Background: an optimization exercise with open tools, aiming at small area. Do not read the settings as production practice. Function was checked by simulation only, so behaviour that the tests miss may differ from the original. Power is estimated from default activity; no workload was simulated.

## run A
==> flow/design.v <==
`timescale 1ns / 1ps
module fmeter(
	CLK100MHz,
	RST,
	FREQIN,
	TXD,
	LED1,
	LED2
);
input	CLK100MHz;
input	RST;
input	FREQIN;
output	TXD;
output	LED1;
output	LED2;
reg		r_LED1;
reg		r_txd;
assign LED1 = r_LED1;
assign LED2 = r_txd;
assign TXD = r_txd;
reg	[10:0]	u;
wire		tick = ((u & 11'b11111110101) == 11'b11110000001);
wire		uclr = RST | tick;
always @(posedge CLK100MHz) begin
	u[10:1] <= ~({10{uclr}} | u[9:0]);
	u[0] <= ~uclr & (u[1] ^ u[10]);
end
reg	[19:0]	g;
wire		gate = ((g & 20'b11111111110111111111) == 20'b10000010110010100110);
wire		gclr = RST | gate;
always @(posedge CLK100MHz) begin
	g[19:1] <= ~({19{gclr}} | g[18:0]);
	g[0] <= ~gclr & (g[16] ^ g[19]);
end
reg	[1:0]	r_fin;
wire		edg = r_fin[1] & ~r_fin[0];
always @(posedge CLK100MHz) begin
	r_fin <= RST ? 2'b00 : {FREQIN, r_fin[1]};
end
reg	[3:0]	d0, d1, d2, d3, d4;
wire		d5clr;
reg	[2:0]	d5;
function [3:0] bcd_inc;
	input [3:0] q;
	input c;
	begin
		bcd_inc[0] = q[0] ^ c;
		bcd_inc[1] = q[1] ^ (c & q[0] & ~q[3]);
		bcd_inc[2] = q[2] ^ (c & q[0] & q[1]);
		bcd_inc[3] = q[3] ^ (c & q[0] & (q[3] | (q[1] & q[2])));
	end
endfunction
wire	c1 = edg & d0[0] & d0[3];
wire	c2 = c1 & d1[0] & d1[3];
wire	c3 = c2 & d2[0] & d2[3];
wire	c4 = c3 & d3[0] & d3[3];
wire	c5 = c4 & d4[0] & d4[3];
wire	cclr = RST | gate;
always @(posedge CLK100MHz) begin
	d0 <= RST ? 4'd0 : bcd_inc(gate ? 4'd0 : d0, edg);
	d1 <= cclr ? 4'd0 : bcd_inc(d1, c1);
	d2 <= cclr ? 4'd0 : bcd_inc(d2, c2);
	d3 <= cclr ? 4'd0 : bcd_inc(d3, c3);
	d4 <= cclr ? 4'd0 : bcd_inc(d4, c4);
	d5 <= (RST | d5clr) ? 3'd0 : (d5 + {2'b00, c5});
end
reg	[4:0]	jb;
reg	[3:0]	cc;
reg	[3:0]	s0, s1, s2, s3, s4;	 
wire		idle = cc[3] & ~cc[2];
wire		stopb = jb[4] & ~jb[3];
assign		d5clr = tick & stopb & (cc == 4'd0);
function dbit;
	input [3:0] d;
	input [2:0] t;
	begin
		dbit = t[2] ? d[3] : t[1] ? d[2] : t[0] ? d[1] : d[0];
	end
endfunction
reg		dv;
always @(*) begin
	case (cc[2:0])
	3'd0: dv = dbit({1'b0, d5}, jb[3:1]);
	3'd1: dv = dbit(s4, jb[3:1]);
	3'd2: dv = dbit(s3, jb[3:1]);
	3'd3: dv = dbit(s2, jb[3:1]);
	3'd4: dv = dbit(s1, jb[3:1]);
	3'd5: dv = dbit(s0, jb[3:1]);
	3'd6: dv = dbit(4'hD, jb[3:1]);
	default: dv = dbit(4'hA, jb[3:1]);
	endcase
end
reg		bitv;
always @(*) begin
	if (idle)
		bitv = 1'b1;
	else if (~jb[4])
		bitv = jb[0] & ~cc[3] & dv;		 
	else if (jb[1])
		bitv = ~(~cc[3] & cc[2] & cc[1]);	 
	else
		bitv = ~jb[3];				 
end
always @(posedge CLK100MHz) begin
	if (RST) begin
		cc <= 4'd8;
		r_txd <= 1'b1;
		r_LED1 <= 1'b0;
	end else begin
		if (tick) begin
			r_txd <= bitv;
			if (stopb & ~idle)
				cc <= cc + 4'd1;
		end
		if (gate) begin
			cc <= 4'd14;
			r_LED1 <= ~r_LED1;
		end
	end
	if (gate)
		jb <= 5'd0;
	else if (tick)
		jb <= {jb[3:0], ~jb[4]};
	if (gate) begin
		s0 <= d0;
		s1 <= d1;
		s2 <= d2;
		s3 <= d3;
		s4 <= d4;
	end
end
endmodule
Settings: LEC_CHECK=0, CAP_MARGIN=20, CORE_MARGIN=2, CORE_UTILIZATION=75, CTS_BUF_LIST=sky130_fd_sc_hd__clkbuf_16, CTS_CLUSTER_DIAMETER=100, CTS_CLUSTER_SIZE=30, PLACE_DENSITY=0.85, SLEW_MARGIN=20; clock period 10.0 ns.
run.sh (not shown) runs the stock make flow with config.mk's settings and CLKGATE_MAP_FILE= SYNTH_SCRIPT=/design/flow/synth_recipe.tcl, a recipe that flattens the netlist after the stock synthesis.
Both conditions hold for run A: the flow ran to the end and the final layout passed the timing, DRC and antenna checks.
Here is what was changed in the inputs of run B compared with run A.
- swapping 0.85 for 0.9 in PLACE_DENSITY
- swapping 75 for 85 in CORE_UTILIZATION
- swapping sky130_fd_sc_hd__clkbuf_16 for sky130_fd_sc_hd__clkbuf_8 in CTS_BUF_LIST
- clearing CTS_CLUSTER_DIAMETER, which used to be 100
- clearing CTS_CLUSTER_SIZE, which used to be 30
--- outcome ---
- When run B is set beside run A, its core utilization turns out to be 11 points larger.
- Sequential share of layout area: run B vs run A up 1.5 points
- Instance area at placement of run A is on par with run B.
- Area: run B vs run A -> run B smaller
- Summary of run B over run A: wire length higher, total power of the final layout went down.
- Run B vs run A, final worst setup slack went down by 0.21 ns.
- Diff run A and run B: fmax lower in run B
Changes in run C relative to run B:
- an added CTS_CLUSTER_SIZE of 30
- an added CTS_CLUSTER_DIAMETER of 100
- a change of CTS_BUF_LIST from sky130_fd_sc_hd__clkbuf_8 to sky130_fd_sc_hd__clkbuf_16
## What came out
| total CTS buffers | run B vs run C | ≈ equal |
Any difference in number of sinks driven by the clock tree between run B and run C is small enough to ignore.
| post-place setup slack | run C vs run B | ≈ equal |
Run C: it failed with a tool error in clock tree synthesis (4_1_cts), so there are no final results.
Run C -> run B: depth of the CTS H-tree delta 0, exact match
Area fraction in and, or, nand and nor cells after synthesis came out exactly the same in run C and run B.


Starts from the design.v that is shown in full above.
Settings: LEC_CHECK=0, CAP_MARGIN=20, CORE_MARGIN=2, CORE_UTILIZATION=85, CTS_BUF_LIST=sky130_fd_sc_hd__clkbuf_8, CTS_CLUSTER_DIAMETER=60, CTS_CLUSTER_SIZE=20, PLACE_DENSITY=0.9, SLEW_MARGIN=20; clock period 10.0 ns.
The first run produced a clean layout.
Rerun with:
==> flow/flow/run.sh (new file) <==
#!/bin/bash
# Standard layout, with clock tree synthesis told not to add dummy loads.
set -euo pipefail
export CTS_ARGS="-sink_clustering_enable -repair_clock_nets -dont_use_dummy_load -buf_list sky130_fd_sc_hd__clkbuf_8"
bash standard.sh finish > standard_flow.log 2>&1
==> flow/standard.sh (new file) <==
#!/bin/bash
# synth_recipe.tcl (not shown) runs the flow's synth.tcl, then flattens the netlist and writes it again
# the make line also repeats each setting of config.mk as NAME=value (left out here)
make -C /OpenROAD-flow-scripts/flow DESIGN_CONFIG=/design/flow/config.mk WORK_HOME=/design/flow/orfs CLKGATE_MAP_FILE= SYNTH_SCRIPT=/design/flow/synth_recipe.tcl "${@:-finish}"
--- a/flow/config.mk
+++ b/flow/config.mk
@@ -11,4 +11,2 @@
 export CTS_BUF_LIST = sky130_fd_sc_hd__clkbuf_8
-export CTS_CLUSTER_DIAMETER = 60
-export CTS_CLUSTER_SIZE = 20
 export PLACE_DENSITY = 0.9
removed: flow/run.sh
Outcome:
- The new run finished with timing, DRC and antenna clean
- synthesized area is unchanged
- die area stays the same
- via count decreases by 2.7%
- hold slack degrades by 0.0045 ns
- utilization shrinks by 1.7 points
- fmax came out lower by 2.9%
- final area is lower by 1.8%
- clock power fell by 21%
Rerun with:
==> flow/flow/run.sh (replaced) <==
#!/bin/bash
# Standard layout, with clock tree synthesis told not to add dummy loads.
set -euo pipefail
export CTS_ARGS="-sink_clustering_enable -repair_clock_nets -dont_use_dummy_load -buf_list sky130_fd_sc_hd__clkbuf_8 -sink_clustering_size 30 -sink_clustering_max_diameter 80"
bash standard.sh finish > standard_flow.log 2>&1
Power stays the same.
Setup slack is unchanged.
Via count stays the same.
Die area does not change.
Routed wire length is unchanged.
Sequential share of layout area stays the same.
Fmax is unchanged.

-- separate check: timing with driven ports --
Ports are ideal in the flow. The routed layouts listed here were re-timed in OpenROAD.
Step 1 (the two cells are an assumption about what drives the block):
set clk [get_ports {CLK100MHz}]
set_driving_cell -lib_cell sky130_fd_sc_hd__clkbuf_16 $clk
set_driving_cell -lib_cell sky130_fd_sc_hd__buf_2 [delete_from_list [all_inputs] $clk]
Step 2 also shifts input and output timing later by t, the mid clock arrival at the registers, as if the neighbouring blocks saw the same clock.
Three values: no drivers, after step 1, after step 2; two values: the first two.
run	t, ns	setup WS [ns]	worst setup path after step 2	latest minus earliest clock arrival (ns)
run A	0.360	6.465 / 6.474 / 6.114	input to register	0.008 / 0.007
run B	0.386	6.255 / 6.259 / 5.873	input to register	0.014 / 0.015
the first run of note 2	0.386	6.255 / 6.259 / 5.873	input to register	0.014 / 0.015
the second run of note 2	0.371	6.143 / 6.146 / 5.775	input to register	0.026 / 0.026
the third run of note 2	0.371	6.143 / 6.146 / 5.775	input to register	0.026 / 0.026
After both steps setup and hold are still met in every run listed.
